Source: an optimization exercise on an open RTL-to-GDS flow (aim: small area). Production flows keep margins and buffers that such runs may drop. Only the layout flow was run in this run; the RTL was not checked for function there. Power and IR drop assume default switching activity.

[flow/design.v]
`timescale 1ns/1ps
module timer_us
    (
        input  logic        clk,
        input  logic        rst_n,
        output logic [15:0] time_prev
    );
    localparam logic [4:0] PRE_FIRST = 5'b01100;    
    localparam logic [4:0] PRE_WRAP  = 5'b00110;    
    logic [4:0]  tm_pre;
    logic [16:0] tm_us;
    wire pre_last = ~tm_pre[4] & ~tm_pre[2] & ~tm_pre[0];
    wire pre_wrap = ~tm_pre[3] & ~tm_pre[0];
    wire tm_wrap  = tm_us[16] & tm_us[15] & tm_us[12] & tm_us[11] & tm_us[8] &
                    tm_us[7] & tm_us[4] & tm_us[3] & tm_us[0] & pre_wrap;
    always_ff @(posedge clk, negedge rst_n) begin
        if (!rst_n) begin
            tm_pre <= PRE_WRAP;
            tm_us  <= 17'd104857;
        end
        else if (tm_wrap) begin
            tm_pre <= PRE_FIRST;
            tm_us  <= 17'd0;
        end
        else if (pre_last) begin
            tm_pre <= PRE_FIRST;
            tm_us  <= tm_us + 17'd1;
        end
        else begin
            tm_pre <= {tm_pre[3:0], tm_pre[4] ^ tm_pre[2]};
        end
    end
    assign time_prev = tm_us[15:0];
endmodule
`timescale 1ns/1ps
module dvs_ravens
    (
        input  logic        clk,
        input  logic        rst_n,
        input  logic [9:0]  aer,
        input  logic        xsel,
        input  logic        req,
        output logic        ack,
        output logic [31:0] ravens_pkt
    );
    logic [15:0] time_prev;
    timer_us TIMER (
        .clk(clk),
        .rst_n(rst_n),
        .time_prev(time_prev)
    );
    logic       req_m, req_s;
    logic       xsel_m, xsel_s;
    logic [9:0] aer_m, aer_s;
    always_ff @(posedge clk, negedge rst_n) begin
        if (!rst_n) begin
            req_m <= 1'b0;
            req_s <= 1'b0;
        end
        else begin
            req_m <= req;
            req_s <= req_m;
        end
    end
    always_ff @(posedge clk) begin
        xsel_m <= xsel;
        xsel_s <= xsel_m;
        aer_m  <= aer;
        aer_s  <= aer_m;
    end
    logic [1:0] rx_st;
    wire rx_samp = (rx_st == 2'd1) | ((rx_st == 2'd0) & req_s & xsel_s);
    always_ff @(posedge clk, negedge rst_n) begin
        if (!rst_n) begin
            rx_st <= 2'd0;
        end
        else begin
            case (rx_st)
                2'd0: rx_st <= req_s ? (xsel_s ? 2'd2 : 2'd1) : 2'd0;
                2'd1: rx_st <= 2'd2;
                2'd2: rx_st <= 2'd3;
                2'd3: rx_st <= req_s ? 2'd3 : 2'd0;
            endcase
        end
    end
    assign ack = rx_st[1];
    logic       row_yok;
    logic [6:0] row_y;
    logic       row_tcap;
    logic [15:0] row_ts;
    always_ff @(posedge clk, negedge rst_n) begin
        if (!rst_n) begin
            row_yok  <= 1'b1;
            row_y    <= 7'd0;
            row_tcap <= 1'b0;
        end
        else begin
            row_tcap <= rx_samp & ~xsel_s;
            if (rx_samp & ~xsel_s) begin
                row_yok <= (aer_s[8:0] < 9'd100);
                row_y   <= aer_s[6:0] * 7'd45;
            end
        end
    end
    always_ff @(posedge clk, negedge rst_n) begin
        if (!rst_n) begin
            row_ts <= 16'd0;
        end
        else if (row_tcap) begin
            row_ts <= time_prev;
        end
    end
    wire       ev_ok  = aer_s[0] & (aer_s[9:1] < 9'd100) & row_yok;
    wire [7:0] ev_idx = {aer_s[8:2] + row_y, aer_s[1]};
    logic [7:0]  ev_idx_q;
    logic [15:0] ev_ts_q;
    logic        ev_unf;
    always_ff @(posedge clk) begin
        if (rx_samp & xsel_s) begin
            ev_idx_q <= ev_idx;
            ev_ts_q  <= row_ts;
        end
    end
    logic ev_new, ev_done, wr_en;
    logic [1:0]  wp, rp, cur_ptr;
    logic [23:0] slot0, slot1, slot2, slot3;    
    logic [1:0] rd_st;
    logic       new_spike;
    logic [2:0] tx_st;
    wire full     = (wp + 2'd1 == rp);
    wire empty    = (wp == rp);
    wire wr_req   = ev_unf & ~ev_done;
    wire wr_grant = wr_req & ~full;
    wire rdy      = (tx_st == 3'd0) | (tx_st == 3'd1);
    wire rd_grant = rdy & ~wr_req & ~empty;
    wire [1:0] wr_slot = wp + {1'b0, wr_en & ~full};
    always_ff @(posedge clk, negedge rst_n) begin
        if (!rst_n) begin
            ev_new  <= 1'b0;
            ev_unf  <= 1'b0;
            ev_done <= 1'b1;
            wr_en   <= 1'b0;
            wp      <= 2'd0;
            rp      <= 2'd0;
            rd_st   <= 2'd0;
        end
        else begin
            ev_new <= rx_samp & xsel_s;
            if (rx_samp & xsel_s) ev_unf <= ev_ok;
            if (ev_new) ev_done <= 1'b0;
            else if (wr_grant) ev_done <= 1'b1;
            wr_en <= wr_grant;
            if (wr_en & ~full) wp <= wp + 2'd1;
            if (rd_st == 2'd1 && !empty) rp <= rp + 2'd1;
            case (rd_st)
                2'd0: rd_st <= rd_grant ? 2'd1 : 2'd0;
                2'd1: rd_st <= 2'd2;
                default: rd_st <= 2'd0;
            endcase
        end
    end
    wire [1:0] rp_next  = rp + {1'b0, rd_st == 2'd1 && !empty};
    wire       wr_keep  = (wr_slot + 2'd1 != rp_next);
    wire slot_we = wr_grant & wr_keep;
    always_ff @(posedge clk) begin
        if (slot_we && wr_slot == 2'd0) slot0 <= {ev_idx_q, ev_ts_q};
        if (slot_we && wr_slot == 2'd1) slot1 <= {ev_idx_q, ev_ts_q};
        if (slot_we && wr_slot == 2'd2) slot2 <= {ev_idx_q, ev_ts_q};
        if (slot_we && wr_slot == 2'd3) slot3 <= {ev_idx_q, ev_ts_q};
        if (rd_st == 2'd2) cur_ptr <= rp - 2'd1;
    end
    logic [23:0] cur_ev;
    always_comb begin
        case (cur_ptr)
            2'd0: cur_ev = slot0;
            2'd1: cur_ev = slot1;
            2'd2: cur_ev = slot2;
            default: cur_ev = slot3;
        endcase
    end
    wire [15:0] sp_ts  = cur_ev[15:0];
    wire [7:0]  sp_idx = cur_ev[23:16];
    localparam TX_WAIT_NEW = 3'd0, TX_WAIT_NEXT = 3'd1, TX_START = 3'd2, TX_RUN = 3'd3, TX_SPIKE = 3'd4;
    logic [15:0] base;
    logic [3:0]  step;
    wire [8:0] step25 = {1'b0, step, 4'b0} + {2'b0, step, 3'b0} + {5'b0, step};
    wire [9:0] seg_lo = {1'b0, base[8:0]} + {1'b0, step25};
    wire       seg_wrap = (&base[15:9]) & seg_lo[9];
    wire [15:0] f_x = (tx_st == TX_WAIT_NEW) ? time_prev : base;
    wire [16:0] f = {1'b0, sp_ts} + {1'b0, ~f_x};
    wire        e_pos = seg_wrap | f[16];
    wire        e_big = (seg_wrap & f[16]) | (f[15:8] != 8'd0);
    logic [3:0] qe;
    always_comb begin
        if (e_big || f[7:0] >= 8'd225) qe = 4'd9;
        else if (f[7:0] >= 8'd200) qe = 4'd8;
        else if (f[7:0] >= 8'd175) qe = 4'd7;
        else if (f[7:0] >= 8'd150) qe = 4'd6;
        else if (f[7:0] >= 8'd125) qe = 4'd5;
        else if (f[7:0] >= 8'd100) qe = 4'd4;
        else if (f[7:0] >= 8'd75)  qe = 4'd3;
        else if (f[7:0] >= 8'd50)  qe = 4'd2;
        else if (f[7:0] >= 8'd25)  qe = 4'd1;
        else qe = 4'd0;
    end
    wire later   = e_pos & (qe >= step);
    wire capped  = (qe == 4'd9);
    wire new_sim = later & capped;
    wire        ts_near = f[16] | (f[15:0] >= 16'd65286);
    always_ff @(posedge clk, negedge rst_n) begin
        if (!rst_n) begin
            tx_st <= TX_WAIT_NEW;
        end
        else begin
            case (tx_st)
                TX_WAIT_NEW:  tx_st <= (new_spike & ts_near) ? TX_START : TX_WAIT_NEW;
                TX_WAIT_NEXT: tx_st <= new_spike ? (later ? TX_RUN : TX_SPIKE) : TX_WAIT_NEXT;
                TX_START:     tx_st <= TX_SPIKE;
                TX_RUN:       tx_st <= new_sim ? TX_WAIT_NEW : TX_SPIKE;
                TX_SPIKE:     tx_st <= TX_WAIT_NEXT;
                default:      tx_st <= TX_WAIT_NEW;
            endcase
        end
    end
    always_ff @(posedge clk, negedge rst_n) begin
        if (!rst_n) begin
            new_spike <= 1'b0;
        end
        else if (rd_st == 2'd2) begin
            new_spike <= 1'b1;
        end
        else if (tx_st == TX_SPIKE) begin
            new_spike <= 1'b0;
        end
    end
    always_ff @(posedge clk) begin
        if (tx_st == TX_RUN) begin
            if (later) step <= capped ? 4'd15 : qe + 4'd1;
        end
        else if (tx_st == TX_START) begin
            base <= sp_ts;
            step <= 4'd0;
        end
    end
    logic [1:0] pkt_hdr;
    logic [7:0] pkt_idx;
    always_ff @(posedge clk, negedge rst_n) begin
        if (!rst_n) begin
            pkt_hdr <= 2'b00;
            pkt_idx <= 8'd0;
        end
        else begin
            case (tx_st)
                TX_SPIKE: begin pkt_hdr <= 2'b00; pkt_idx <= sp_idx; end
                TX_RUN:   begin pkt_hdr <= 2'b01; pkt_idx <= 8'd0; end
                TX_START: begin pkt_hdr <= 2'b10; pkt_idx <= 8'd0; end
                default: ;
            endcase
        end
    end
    assign ravens_pkt = {1'b0, pkt_hdr, 16'd0, pkt_idx, 5'd0};
endmodule
[flow/flow/run.sh]
#!/bin/bash
# Standard ORFS layout (the standard.sh), with changes to how it is
# made: CTS without dummy loads, the smallest buffer on the ports, and one
# tie cell for the constant outputs.
set -euo pipefail
CTS="-sink_clustering_enable -repair_clock_nets -dont_use_dummy_load -buf_list sky130_fd_sc_hd__clkbuf_8 -sink_clustering_size 20 -sink_clustering_max_diameter 90"
bash standard.sh finish "CTS_ARGS=$CTS" "BUFFER_PORTS_ARGS=-buffer_cell sky130_fd_sc_hd__buf_1" "SKIP_REPAIR_TIE_FANOUT=1" > standard.log 2>&1
[flow/standard.sh]
#!/bin/bash
# synth_recipe.tcl (not shown) runs the flow's synth.tcl, then flattens the netlist and writes it again
# the make line also repeats each setting of config.mk as NAME=value (left out here)
make -C /OpenROAD-flow-scripts/flow DESIGN_CONFIG=/design/flow/config.mk WORK_HOME=/design/flow/orfs CLKGATE_MAP_FILE= SYNTH_SCRIPT=/design/flow/synth_recipe.tcl "${@:-finish}"
[flow/config.mk]
export PLATFORM = sky130hd
export DESIGN_NAME = dvs_ravens
export DESIGN_NICKNAME = dvs_ravens
export VERILOG_FILES = /design/flow/design.v
export SDC_FILE = /design/flow/constraint.sdc
export NUM_CORES = 4
export LEC_CHECK = 0
export CAP_MARGIN = 20
export CORE_MARGIN = 2
export CORE_UTILIZATION = 60
export CTS_BUF_LIST = sky130_fd_sc_hd__clkbuf_16
export CTS_CLUSTER_DIAMETER = 100
export CTS_CLUSTER_SIZE = 25
export PLACE_DENSITY = 0.75
export SLEW_MARGIN = 20
[flow/constraint.sdc]
create_clock -name core_clock -period 24.0 [get_ports {clk}]
set_input_delay 4.8000 -clock core_clock [delete_from_list [all_inputs] [get_ports {clk}]]
set_output_delay 4.8000 -clock core_clock [all_outputs]
set_load 0.01 [all_outputs]
==> results.cfg <==
[global_route]
grt-ovfl-total = 0
first_global_vias = 6612
groute.usage.overall_pct = 22.0
grt_start_max_net_pins = 76
grt_antenna_before_repair = 0
first_pass_grt_wire_length_mm = 34.1

[floorplan]
design.portCount = 47
die_y_um = 140
placement_rows = 49
design.die.area_um2 = 19700
chipWidth_um = 140
coreArea_um2 = 18100
initial_core_util_pct = 61.6

[sta]
final.setup_skew_ns = 0.0434
max_freq_ghz = 0.169
final_hold_viol_count = 0
timing.setup.tns_ns = 0
setup-violations-final = 0
max_slew.worst_pin.slew_ns = 0.975
rsz_0062_raised_after_global_routing = false
finalCritPeriodShare_pct = 24.7
final-max-slew-violation-count = 0
slew_headroom_pct = 35.0
finalWorstPathRequiredPeriod_ns = 5.92

[critical_path]
start_kind = register
cpPeakStageDelay_ns = 0.45
worst_path_max_delay_cell = sky130_fd_sc_hd__dfrtp_1
worstPathCellList = buf_1
criticalPathCategory = register to output port
endpoint_kind = output port
cpLargestDelayFamily = flip-flops
critPathArrivalTime_ns = 1.12
critical_path.n_buffers_inverters = 1
worstPathRequired_ns = 19.20
critical_path_peak_fanout = 6

[pwr]
power.density_nw_per_um2 = 108
p_leak_nw = 4.42
finalPower_mw = 1.25
irDropWorstVdd_v = 0.0000640

[placement]
place.port_buffers = 24
globalplace.congestion = 0.909
dpl.hpwl_mm = 15.1

[clocking]
post_cts.repair.setup_buffers = 0
clock_sink_total = 239
clk_path_buf_depth = 3
clock_latency_ns = 0.51
postCtsResizedCells = 0
clockRootBuffer = sky130_fd_sc_hd__clkbuf_8
cts.reportedPaths.clkPinSlew_ns = 0.12
cts_tree = built
htree_levels = 1
post_cts_hold_buffer_count = 0
tritoncts_buffers = 16

[routing]
postRouteAntennaNets = 0
drt_first_iter_violations = 484
detailroute.via_count = 6407
post_drt_via_cell_ratio = 6.06
drc = 0
wl_mm = 21.3
detail_route.wl_per_cell_um = 20.1
drt_pass1_iterations = 5

[cells_and_area]
final_cell_mix = 142 x sky130_fd_sc_hd__edfxtp_1, 62 x sky130_fd_sc_hd__dfrtp_1, 58 x sky130_fd_sc_hd__nand2_1
nets = 908
drive_above_1_share_pct = 11.4
area_growth_syn_to_layout_pct = 3.68
most_common_cell_after_layout_fill_and_taps_aside = sky130_fd_sc_hd__edfxtp_1
insertedDiodeCount = 0

[logic_synthesis]
yosys.cell_types.count = 71
synth.cell_area_um2 = 11100
synth-warning-count = 2
synth.net_count = 904
synth-edff-count = 142
yosys-top-cells-area = sky130_fd_sc_hd__edfxtp_1 38%, sky130_fd_sc_hd__dfrtp_1 14%, sky130_fd_sc_hd__ha_1 6.2%
syn-instance-count = 826
syn_area_per_cell_um2 = 13.5
synth_top_cell_area_share_pct = 38.3
ys_ff_latch = 239
synth_ff_type = sky130_fd_sc_hd__edfxtp_1
library_cell_occupying_the_most_area_in_the_post_synthesis_netlist = sky130_fd_sc_hd__edfxtp_1
ys_seq_area_share_pct = 59.2
asyncSetResetFlopFracSynth_pct = 31.4

[run]
max_capacitance_violation_count = 0

[hold_path]
timing.hold.worst.class = register to register

[outcome]
outcome = timing/DRC/antenna clean
path summary, 6_finish.rpt:
| path | startpoint | end | slack (ns) | cells past startpoint |
|---|---|---|---|---|
| max | rx_st[1] | ack | 18.08 | 1 |
| min | aer_m[3] | aer_s[3] | 0.28 | 0 |
| max reg2reg | cur_ptr[0] | step[3] | 18.17 | 19 |
| min reg2reg | aer_m[3] | aer_s[3] | 0.28 | 0 |
| max in group asynchronous | rst_n | row_y[2] | 18.79 | 2 |
| min in group asynchronous | rst_n | TIMER.tm_us[5] | 4.56 | 2 |
cells in the mapped netlist, drive strengths merged (10+ instances only):
cell type    n
xor2        23
xnor2       25
inv         31
mux2        16
edfxtp     142
mux2i       18
clkbuf      16
mux4        24
a211oi      11
dfrtp       62
nor2        37
a21o        10
nor3        10
o21ai       39
a21oi       40
dfxtp       22
ha          55
nor2b       21
dfstp       13
nand2       58
and2        11
buf         32
through the flow:
step | hold slack (ns) | worst slack (ns) | cell area, µm² | std cells | utilization, %
final | 0.281 | 18.08 | 11600 | 1057 | 63.9
after global routing | 0.287 | 17.51 | 11600 | 1057 | 63.9
after CTS | 0.288 | 17.93 | 11500 | 1056 | 63.8
after detailed placement | 0.313 | 17.95 | 11300 | 1040 | 62.6
after global placement | 0.312 | 18.12 | 11300 | 1040 | 62.6
after floorplan | 0.310 | 17.78 | 11100 | 826 | -
final cells by class:
type	count	area [µm²]
multi-input combinational	508	4160
tap	229	287
inverter	31	116
fill	1312	6530
timing repair buffer	34	176
sequential	239	6600
clock buffer	16	220
logic make-up after synthesis:
group / count (synthesis) / share of synthesized area (%)
flip-flops: 239 / 59.2
AND/OR/NAND/NOR: 191 / 8.80
AO/OA/AOI/OAI: 146 / 8.74
buffers and inverters: 79 / 3.59
adder cells (fa/ha/maj): 64 / 7.79
multiplexers: 58 / 8.08
XOR/XNOR: 48 / 3.77
other: 1 / 0.0336
flip-flops by register name (all words and copies together), names as in the netlist, 16 cells and up:
signal / count
base: 16
slot2: 24
slot3: 24
slot0: 24
slot1: 24
row_ts: 16
ev_ts_q: 16
TIMER.tm_us: 17
report_power, final:
group	total [mW]	leakage (nW)	switching [mW]	internal, mW
Sequential	0.547	2.40	0.0481	0.499
Clock	0.174	0.115	0.113	0.0607
Combinational	0.525	1.90	0.311	0.214
Total	1.25	4.42	0.472	0.774
metal layers:
layer | track usage, % | up-vias | share of wire [%]
li1 | - | 3018 | -
met1 | 30.0 | 3216 | 44
met2 | 37.6 | 148 | 49
met3 | 3.69 | 25 | 5.2
met4 | 5.16 | 0 | 1.7
met5 | 0 | - | 0

-- static timing again, ports no longer ideal --
The flow's constraints put no driver on any port. The routed layout listed below was extracted and timed again, unchanged, in two steps.
Step 1, drivers: a clkbuf_16 drives clk and a buf_2 each remaining input, both assumed.
Step 2 also shifts input and output timing later by t, the mid clock arrival at the registers, as if the neighbouring blocks saw the same clock.
a / b / c = ideal / step 1 / step 2; a / b = the first two.
t (ns): 0.530
setup slack, ns: 18.077 / 18.041 / 18.166
hold WS [ns]: 0.281 / 0.281 / 0.281
After both steps setup and hold are still met in this run. For this run, drivers alone change the setup slack by -0.036 ns; drivers and shift together by +0.089 ns.
